This is an optimization exercise on Yosys and OpenROAD, whose aim is small area, a short achievable clock period and few clock cycles per item, not a production implementation. In this exercise RTL edits were held to simulation tests only and were not proved equivalent to the original.

--- run.sh ---
#!/bin/bash
# synth_recipe.tcl (not shown) runs the flow's synth.tcl, then flattens the netlist and writes it again
# the make line also repeats each setting of config.mk as NAME=value (left out here)
make -C /OpenROAD-flow-scripts/flow DESIGN_CONFIG=/design/flow/config.mk WORK_HOME=/design/flow/orfs CLKGATE_MAP_FILE= SYNTH_SCRIPT=/design/flow/synth_recipe.tcl finish
--- config.mk ---
export PLATFORM = sky130hd
export DESIGN_NAME = USER_PRJ1
export DESIGN_NICKNAME = USER_PRJ1
export VERILOG_FILES = /design/flow/design.v
export SDC_FILE = /design/flow/constraint.sdc
export NUM_CORES = 4
export LEC_CHECK = 0
export CAP_MARGIN = 20
export CORE_MARGIN = 2
export CORE_UTILIZATION = 40
export SLEW_MARGIN = 20
--- constraint.sdc ---
create_clock -name core_clock -period 9.0 [get_ports {axi_clk}]
set_input_delay 1.8000 -clock core_clock [delete_from_list [all_inputs] [get_ports {axi_clk}]]
set_output_delay 1.8000 -clock core_clock [all_outputs]
set_load 0.01 [all_outputs]
--- design.v ---
module USER_PRJ1 #( parameter pADDR_WIDTH   = 12,
                   parameter pDATA_WIDTH   = 32
                 )
(
  output wire                        awready,
  output wire                        arready,
  output wire                        wready,
  output wire                        rvalid,
  output wire  [(pDATA_WIDTH-1) : 0] rdata,
  input  wire                        awvalid,
  input  wire                [11: 0] awaddr,
  input  wire                        arvalid,
  input  wire                [11: 0] araddr,
  input  wire                        wvalid,
  input  wire  [(pDATA_WIDTH-1) : 0] wdata,
  input  wire                        rready,
  input  wire                        ss_tvalid,
  input  wire  [(pDATA_WIDTH-1) : 0] ss_tdata,
  input  wire                        sm_tready,
  output wire                        ss_tready,
  output wire                        sm_tvalid,
  output wire  [(pDATA_WIDTH-1) : 0] sm_tdata,
  input  wire                        axi_clk,
  input  wire                        axi_reset_n
);
wire [3:0]  tap_WE;
wire        tap_EN;
wire [11:0] tap_A;
wire [31:0] tap_Di, tap_Do;
bram11 tap_ram(
    .clk(axi_clk),
    .we(|tap_WE),
    .re(tap_EN),
    .waddr(tap_A),
    .raddr(tap_A),
    .wdi(tap_Di),
    .rdo(tap_Do)
);
wire [3:0]  data_WE;
wire        data_EN;
wire [11:0] data_A;
wire [31:0] data_Di, data_Do;
bram11 data_ram(
    .clk(axi_clk),
    .we(|data_WE),
    .re(data_EN),
    .waddr(data_A),
    .raddr(data_A),
    .wdi(data_Di),
    .rdo(data_Do)
);
fir inst_fir(
    .awready(awready),
    .wready(wready),
    .awvalid(awvalid),
    .awaddr(awaddr),
    .wvalid(wvalid),
    .wdata(wdata),
    .arready(arready),
    .rready(rready),
    .arvalid(arvalid),
    .araddr(araddr),
    .rvalid(rvalid),
    .rdata(rdata),    
    .ss_tvalid(ss_tvalid), 
    .ss_tdata(ss_tdata), 
    .ss_tlast(1'b0),
    .ss_tready(ss_tready), 
    .sm_tready(sm_tready), 
    .sm_tvalid(sm_tvalid), 
    .sm_tdata(sm_tdata), 
    .tap_WE(tap_WE),
    .tap_EN(tap_EN),
    .tap_Di(tap_Di),
    .tap_A(tap_A),
    .tap_Do(tap_Do),
    .data_WE(data_WE),
    .data_EN(data_EN),
    .data_Di(data_Di),
    .data_A(data_A),
    .data_Do(data_Do),
    .axis_clk(axi_clk),
    .axis_rst_n(axi_reset_n)
);
endmodule  
module fir 
#(  parameter pADDR_WIDTH = 12,
    parameter pDATA_WIDTH = 32,
    parameter Tape_Num    = 10  
)
(
    output  wire                     awready,  
    output  wire                      wready,   
    input   wire                     awvalid,  
    input   wire [(pADDR_WIDTH-1):0] awaddr,   
    input   wire                     wvalid,  
    input   wire [(pDATA_WIDTH-1):0] wdata,   
    output  wire                     arready,  
    input   wire                     rready,  
    input   wire                     arvalid,  
    input   wire [(pADDR_WIDTH-1):0] araddr,  
    output  reg                      rvalid,  
    output  reg  [(pDATA_WIDTH-1):0] rdata,   
    input   wire                     ss_tvalid,  
    input   wire [(pDATA_WIDTH-1):0] ss_tdata,  
    input   wire                     ss_tlast,  
    output  reg                      ss_tready,  
    input   wire                     sm_tready,  
    output  reg                      sm_tvalid,  
    output  reg  [(pDATA_WIDTH-1):0] sm_tdata,  
    output  reg                      sm_tlast,  
    output  reg  [3:0]               tap_WE,
    output  wire                     tap_EN,
    output  reg  [(pDATA_WIDTH-1):0] tap_Di,
    output  wire   [(pADDR_WIDTH-1):0] tap_A,
    input   wire [(pDATA_WIDTH-1):0] tap_Do,
    output  reg  [3:0]               data_WE,
    output  wire                     data_EN,
    output  reg  [(pDATA_WIDTH-1):0] data_Di,
    output  wire [(pADDR_WIDTH-1):0] data_A,
    input   wire [(pDATA_WIDTH-1):0] data_Do,
    input   wire                     axis_clk,
    input   wire                     axis_rst_n
);
localparam S_RESET_RAM = 0;
localparam S_COMPUTE = 1;
localparam S_READY = 2;
localparam S_DONE = 3;
localparam S_FIN = 4;
localparam S_WAIT_START = 5;
reg ap_done_w, ap_done_r;
reg ap_idle_w, ap_idle_r;
reg ap_start_w, ap_start_r;
reg rvalid_w;
reg [(pDATA_WIDTH-1):0] rdata_w;
reg read_axil_wait_w, read_axil_wait_r;
reg tap_A_read, tap_A_write;
reg [(pDATA_WIDTH-1):0] data_len_w,data_len_r;
wire [31:0] addr_map_0_data;
reg [3:0] data_A_byte;
reg [3:0] state_w, state_r;
reg [3:0] data_addr_cnt_w, data_addr_cnt_r;
reg [3:0] data_addr_base_w, data_addr_base_r;
reg [(pDATA_WIDTH-1):0] res_w,res_r;
reg last_one_w, last_one_r;
wire [31:0] mac_result;
assign addr_map_0_data = {{29{1'b0}},ap_idle_r,ap_done_r,ap_start_r};
assign tap_EN = 1'b1;
assign data_EN = 1'b1;
assign tap_A =  tap_A_write ? awaddr-64 : 
                tap_A_read ? araddr-64 : data_addr_cnt_r;
assign wready = awvalid && wvalid;
assign awready = awvalid && wvalid;
assign data_A = data_A_byte;
assign arready = 1;
assign mac_result = $signed(res_r) + $signed($signed(data_Do) * $signed(tap_Do));
always @(*) begin
    state_w = state_r;
    case (state_r)
        S_RESET_RAM:begin
            if(data_addr_cnt_r == Tape_Num)begin
                state_w = S_WAIT_START;
            end
        end
        S_WAIT_START:begin
            if(ap_start_r)begin
                state_w = S_READY;
            end
        end
        S_READY:begin
            if(ss_tvalid)begin
                state_w = S_COMPUTE;
            end
        end
        S_COMPUTE:begin
            if(data_addr_cnt_r == Tape_Num+1)begin
                state_w = S_DONE;
            end
        end
        S_DONE:begin
            if(sm_tready)begin
                if(last_one_r) 
                    state_w = S_FIN;
                else
                    state_w = S_READY;
            end
        end
    endcase
end
always @(*) begin
    data_addr_cnt_w = data_addr_cnt_r;
    data_WE = 4'b0000;
    data_Di = 0;
    data_A_byte = 0;
    ap_done_w = ap_done_r;
    ap_idle_w = ap_idle_r;
    data_addr_base_w = data_addr_base_r;
    last_one_w = last_one_r;
    ss_tready = 0;
    sm_tvalid = 0;
    sm_tdata = 0;
    res_w = res_r;
    case (state_r)
        S_RESET_RAM:begin
            data_WE = 4'b1111;
            data_Di = 0;
            data_A_byte = data_addr_cnt_r;
            if (data_addr_cnt_r == Tape_Num)begin
                data_addr_cnt_w = data_addr_cnt_r;
                ap_idle_w = 0;
            end
            else begin
                data_addr_cnt_w = data_addr_cnt_r + 1;
            end
        end
        S_WAIT_START:begin
            data_addr_cnt_w = 0;
        end
        S_READY:begin
            ss_tready = 1;
            res_w = 0;
            if(ss_tvalid)begin
                data_Di = ss_tdata;
                data_WE = 4'b1111;
                data_A_byte = data_addr_base_r;
            end
        end
        S_COMPUTE:begin
            res_w = (data_addr_cnt_r == 0) ? res_r : mac_result;
            data_A_byte = (data_addr_base_r + data_addr_cnt_r > Tape_Num) ? 
                        data_addr_base_r + data_addr_cnt_r - Tape_Num - 1 : 
                        data_addr_base_r + data_addr_cnt_r;
            if(data_addr_cnt_r == Tape_Num+1)begin
                data_addr_cnt_w = 0;
                if(data_addr_base_r == 0)begin
                    data_addr_base_w = Tape_Num;
                end
                else begin
                    data_addr_base_w = data_addr_base_r - 1;
                end
                if(ss_tlast)begin
                    ap_done_w = 1;
                    ap_idle_w = 1;
                end
            end
            else begin
                data_addr_cnt_w = data_addr_cnt_r + 1;
            end
        end
        S_DONE:begin
            sm_tvalid = 1;
            sm_tdata = res_r;
            if(sm_tready)begin
                res_w = 0;
                last_one_w = ss_tlast;
            end
        end
        S_FIN:begin
        end
    endcase
end
always @(*) begin
    tap_A_write = 0;
    tap_Di = 0;
    tap_WE = 0;
    ap_start_w = 0;
    data_len_w = data_len_r;
    if(awvalid && wvalid)begin
        if(awaddr >= 64)begin
            tap_A_write = 1;
            tap_Di = wdata;
            tap_WE = 4'b1111;
        end
        else begin
            if (awaddr == 0)begin
                ap_start_w = 1;
            end
            else begin  
                data_len_w = wdata;
            end
        end
    end
end
always @(*) begin
    rvalid_w = 0;
    rdata_w = 0;
    read_axil_wait_w = 0;
    tap_A_read = 0;
    if(arvalid)begin
        if(araddr == 0)begin
            rdata_w = addr_map_0_data;
            rvalid_w = 1;
        end
        else begin
            if(read_axil_wait_r == 0) begin
                read_axil_wait_w = 1;
                tap_A_read = 1;
            end
            else begin
                rdata_w = tap_Do;
                rvalid_w = 1;
            end
        end
    end
end
always @(posedge axis_clk or negedge axis_rst_n) begin
    if(!axis_rst_n) begin
        ap_done_r <= 1'b0;
        ap_idle_r <= 1'b1;  
        ap_start_r <= 1'b0;
        rdata <= 0;
        rvalid <= 0;
        read_axil_wait_r <= 0;
        data_len_r <= 0;
        data_addr_cnt_r <= 0;
        state_r <= S_RESET_RAM;
        data_addr_base_r <= Tape_Num;
        res_r <= 0;
        last_one_r <= 0;
    end 
    else begin
        ap_done_r <= ap_done_w;
        ap_idle_r <= ap_idle_w;
        ap_start_r <= ap_start_w;
        rdata <= rdata_w;
        rvalid <= rvalid_w;
        read_axil_wait_r <= read_axil_wait_w;
        data_len_r <= data_len_w;
        data_addr_cnt_r <= data_addr_cnt_w;
        state_r <= state_w;
        data_addr_base_r <= data_addr_base_w;
        res_r <= res_w;
        last_one_r <= last_one_w;
    end
end
endmodule
module bram11 (clk, we, re, waddr, raddr, wdi, rdo);
    parameter ADDR_WIDTH = 12;
    parameter SIZE = 11;
    parameter BIT_WIDTH = 32;
    input                          clk;
    input                          we, re;
    input [ADDR_WIDTH-1:0]         waddr, raddr;
    input [BIT_WIDTH-1:0]          wdi;
    output reg [BIT_WIDTH-1:0]     rdo;
    reg [BIT_WIDTH-1:0] RAM [SIZE-1:0];
    wire [BIT_WIDTH-1:0] ram0 = RAM[0];
    wire [BIT_WIDTH-1:0] ram1 = RAM[1];
    wire [BIT_WIDTH-1:0] ram2 = RAM[2];
    wire [BIT_WIDTH-1:0] ram3 = RAM[3];
    wire [BIT_WIDTH-1:0] ram4 = RAM[4];
    wire [BIT_WIDTH-1:0] ram5 = RAM[5];
    wire [BIT_WIDTH-1:0] ram6 = RAM[6];
    wire [BIT_WIDTH-1:0] ram7 = RAM[7];
    wire [BIT_WIDTH-1:0] ram8 = RAM[8];
    wire [BIT_WIDTH-1:0] ram9 = RAM[9];
    wire [BIT_WIDTH-1:0] ram10 = RAM[10];
    always @(posedge clk)begin
        if(re) rdo <= RAM[raddr];
    end
    always @(posedge clk)begin
        if(we) RAM[waddr] <= wdi;
    end
endmodule
==> results.py <==
metrics = {
    "floorplanning": {
        "coreArea_um2": 124000,
        "die_area_um2": 127000,
        "initial_core_util_pct": 40.3,
        "ios": 166,
        "die_y_um": 357,
        "die_w_um": 357,
        "std_cell_rows": 129,
    },
    "clock_network": {
        "root_buffer": "clkbuf_16",
        "h-tree-depth": 3,
        "post_cts_buffers": 0,
        "ctsResizeCount": 0,
        "clock_path_buffers": 3,
        "tritoncts": "yes",
        "numCtsBuffers": 90,
        "ctsHoldBuffers": 0,
        "cts.sinks": 847,
        "clk_pin_slew_ns": 0.06,
        "clock_latency_ns": 0.72,
    },
    "setup_path": {
        "critPathLaunchType": "register",
        "critPathBufInv": 5,
        "max_stage_delay_ns": 1.00,
        "worst_ep_arrival_time_ns": 8.65,
        "path_cells": "nand2_1 > fa_1 > fa_1 > fa_1 > inv_1 > fa_1 > inv_1 > fa_1 > inv_1 > fa_1 > fa_1 > inv_1 > fa_1 > inv_1 > ha_1 > nand3_1 > nor3_1 > nand3_1 > o21ai_0 > a221o_1 > nand3_1 > a21o_1 > a32o_1",
        "r2r_slack_ns": 0.92,
        "cp_max_fo": 18,
        "critical_path.slowest_cell": "dfxtp_1",
        "crit_required_ns": 9.57,
        "crit_type": "reg -> reg",
        "crit_path_end_kind": "register",
        "critPathTopFamily": "adder cells",
        "cpMostUsedCell": "fa_1",
    },
    "route": {
        "drt-total-wl_mm": 122,
        "ant_nets": 0,
        "vias_per_cell": 5.06,
        "route.detailed.drc": 0,
        "drtIter0Drc": 1813,
        "dr.pass1.iters": 5,
        "post_drt_wl_per_cell_um": 21.5,
        "via_count": 28700,
    },
    "sta": {
        "grt_setup_unrepaired": "false",
        "tightest_slew_ns": 1.08,
        "fmax_mhz": 124,
        "fin_crit_ns": 8.08,
        "setup_viol": 0,
        "finalCritPeriodShare_pct": 89.7,
        "finClkSkew_ns": 0.0435,
        "finalHoldViolCount": 0,
        "relSlewSlack_pct": 27.9,
        "setup_tns_ns": 0,
        "slew_viol_final": 0,
    },
    "logic_synthesis": {
        "yosys_warnings": 2,
        "syn-mean-instance-area_um2": 13.1,
        "synth.distinct_cells": 54,
        "yosysSeqAreaShare_pct": 48.9,
        "synth_ff_type": "edfxtp_1",
        "synth-async-reset-ratio_pct": 9.33,
        "syn-instance-count": 3810,
        "synth_nets": 4506,
        "synth_edf_count": 704,
        "ys_seq_elements": 847,
        "synth_area_um2": 49900,
    },
    "global_routing": {
        "grt_pass1_wl_mm": 186,
        "grt-ovfl-total": 0,
        "grt_pass1_vias": 30000,
        "grt_max_degree": 116,
        "grt_usage_pct": 19.6,
        "antenna_found_initial": 3,
    },
    "run": {
        "maxCapViolCount": 0,
    },
    "placed_design": {
        "dp_hpwl_mm": 81.6,
        "port_buffers": 163,
        "place.gp.congestion": 0.835,
    },
    "status": {
        "outcome": "no timing/DRC/antenna violations",
    },
    "layout": {
        "drive_gt1_share_pct": 8.02,
        "fin_nets": 4651,
        "syn2layout_area_growth_pct": 13.6,
    },
    "min_path": {
        "hold_path.class": "reg -> reg",
    },
}
[Yosys cell counts, types with 3 or more instances]
| master | n | area (um^2) |
|---|---|---|
| a211o_1 | 3 | 26.3 |
| a211oi_1 | 36 | 270 |
| a21o_1 | 11 | 82.6 |
| a21oi_1 | 69 | 345 |
| a22o_1 | 6 | 52.6 |
| a22oi_1 | 4 | 30.0 |
| a31oi_1 | 4 | 25.0 |
| a32o_1 | 3 | 30.0 |
| and2_1 | 384 | 2400 |
| and3_1 | 67 | 419 |
| buf_1 | 6 | 22.5 |
| buf_2 | 29 | 145 |
| buf_4 | 17 | 128 |
| buf_6 | 3 | 33.8 |
| clkbuf_1 | 142 | 533 |
| dfrtp_1 | 76 | 1900 |
| dfstp_2 | 3 | 78.8 |
| dfxtp_1 | 64 | 1280 |
| edfxtp_1 | 704 | 21100 |
| fa_1 | 439 | 8790 |
| ha_1 | 161 | 2010 |
| inv_1 | 530 | 1990 |
| mux2_2 | 4 | 45.0 |
| mux2i_1 | 324 | 3240 |
| mux4_2 | 64 | 1440 |
| nand2_1 | 292 | 1100 |
| nand2b_1 | 12 | 75.1 |
| nand3_1 | 11 | 55.1 |
| nor2_1 | 76 | 285 |
| nor2b_1 | 6 | 37.5 |
| nor3_1 | 11 | 55.1 |
| nor3b_1 | 5 | 37.5 |
| nor4_1 | 11 | 68.8 |
| o211ai_1 | 32 | 240 |
| o21a_1 | 9 | 67.6 |
| o21ai_0 | 47 | 235 |
| o21ai_1 | 28 | 140 |
| o21bai_1 | 3 | 22.5 |
| or3_1 | 4 | 25.0 |
| xnor2_1 | 67 | 587 |
| xor2_1 | 26 | 228 |
[per-stage QoR]
stage / hold slack [ns] / area [um^2] / setup slack, ns / cells / util [%]
after CTS: 0.478 / 56600 / 0.955 / 5664 / 45.8
final: 0.475 / 56600 / 0.924 / 5668 / 45.8
after global routing: 0.495 / 56600 / 0.527 / 5665 / 45.8
after global placement: 0.454 / 53600 / 0.960 / 5499 / 43.3
after detailed placement: 0.468 / 53600 / 0.993 / 5499 / 43.3
after floorplan: 0.446 / 49900 / 1.98 / 3810 / -
[cells by family (layout without fill, tap and decap cells)]
group                    count (synthesis)  in the layout  synth area share, %
AND/OR/NAND/NOR                        881            881                 9.17
adder cells (fa/ha/maj)                600            600                 21.7
multiplexers                           392            392                 9.49
AO/OA/AOI/OAI                          267            267                 3.35
other                                    1              4              0.00752
buffers and inverters                  729            947                 5.75
XOR/XNOR                                93             93                 1.63
flip-flops                             847            847                 48.9
[cell usage in the layout, fill, tap and decap left out, types with 76 or more instances in the layout]
cell / netlist / layout
mux2i_1: 324 / 324
buf_4: 17 / 87
dfrtp_1: 76 / 76
clkdlybuf4s50_1: 0 / 162
ha_1: 161 / 161
and2_1: 384 / 384
nand2_1: 292 / 292
edfxtp_1: 704 / 704
clkbuf_16: 0 / 92
fa_1: 439 / 439
inv_1: 530 / 530
[registers in the layout, summed over array words and instances, names as in the netlist]
| register | cells |
|---|---|
| inst_fir.ap_start_r | 1 |
| inst_fir.data_addr_cnt_r | 4 |
| inst_fir.res_r | 32 |
| data_ram.RAM | 352 |
| data_ram.rdo | 32 |
| tap_ram.rdo | 32 |
| inst_fir.data_addr_base_r | 4 |
| inst_fir.rvalid | 1 |
| inst_fir.rdata | 32 |
| inst_fir.ap_idle_r | 1 |
| tap_ram.RAM | 352 |
| inst_fir.read_axil_wait_r | 1 |
| inst_fir.state_r | 3 |
[layer usage]
layer  global-route usage (%)  share of wire [%]  up-vias
li1                         -                  -    13000
met1                     26.1                 43    14800
met2                     32.9                 49      702
met3                     3.09                5.1      147
met4                     6.14                2.7        2
met5                        0             0.0057        -
[layout make-up]
class	count	area, um^2
fillers	11200	67000
flip-flops and latches	847	24400
multi-input cells	2234	22800
clock buffers	122	2480
repair buffers	252	2330
well taps	1637	2050
inverters	530	1990
clock inverters	43	547
diodes	3	7.51
[final timing paths]
check                                   start                 end  depth (start not counted)
max                           tap_ram.rdo[10]  inst_fir.res_r[31]                         23
min                        inst_fir.ap_idle_r  inst_fir.ap_idle_r                          1
max reg2reg                   tap_ram.rdo[10]  inst_fir.res_r[31]                         23
min reg2reg                inst_fir.ap_idle_r  inst_fir.ap_idle_r                          1
max in group asynchronous         axi_reset_n  inst_fir.res_r[31]                          2
min in group asynchronous         axi_reset_n  inst_fir.res_r[15]                          1
Testbench counts, summed over its fixed seeds: cycles 16,816, items 1,200.

[separate check: timing with driven ports]
No port has a modelled driver above. Below, the same layout with a new extraction and two added sets of constraints.
Step 1 (the two cells are an assumption about what drives the block):
set clk [get_ports {axi_clk}]
set_driving_cell -lib_cell sky130_fd_sc_hd__clkbuf_16 $clk
set_driving_cell -lib_cell sky130_fd_sc_hd__buf_2 [delete_from_list [all_inputs] $clk]
Step 2 adds t to the input delays and takes it off the output delays; t is the mean of the earliest and latest rising clock arrival at the registers after step 1. Input paths then give back, and output paths get back, about the clock's delay inside the block.
Three values: ideal, step 1, step 2; two values: the first two.
t (ns): 0.771
setup WS [ns]: 0.924 / 0.924 / 0.924
worst register clock-pin slew, ns: 0.07 / 0.07
After both steps setup and hold are still met in this run. For this run, drivers alone change the setup slack by 0.000 ns; drivers and shift together by 0.000 ns.
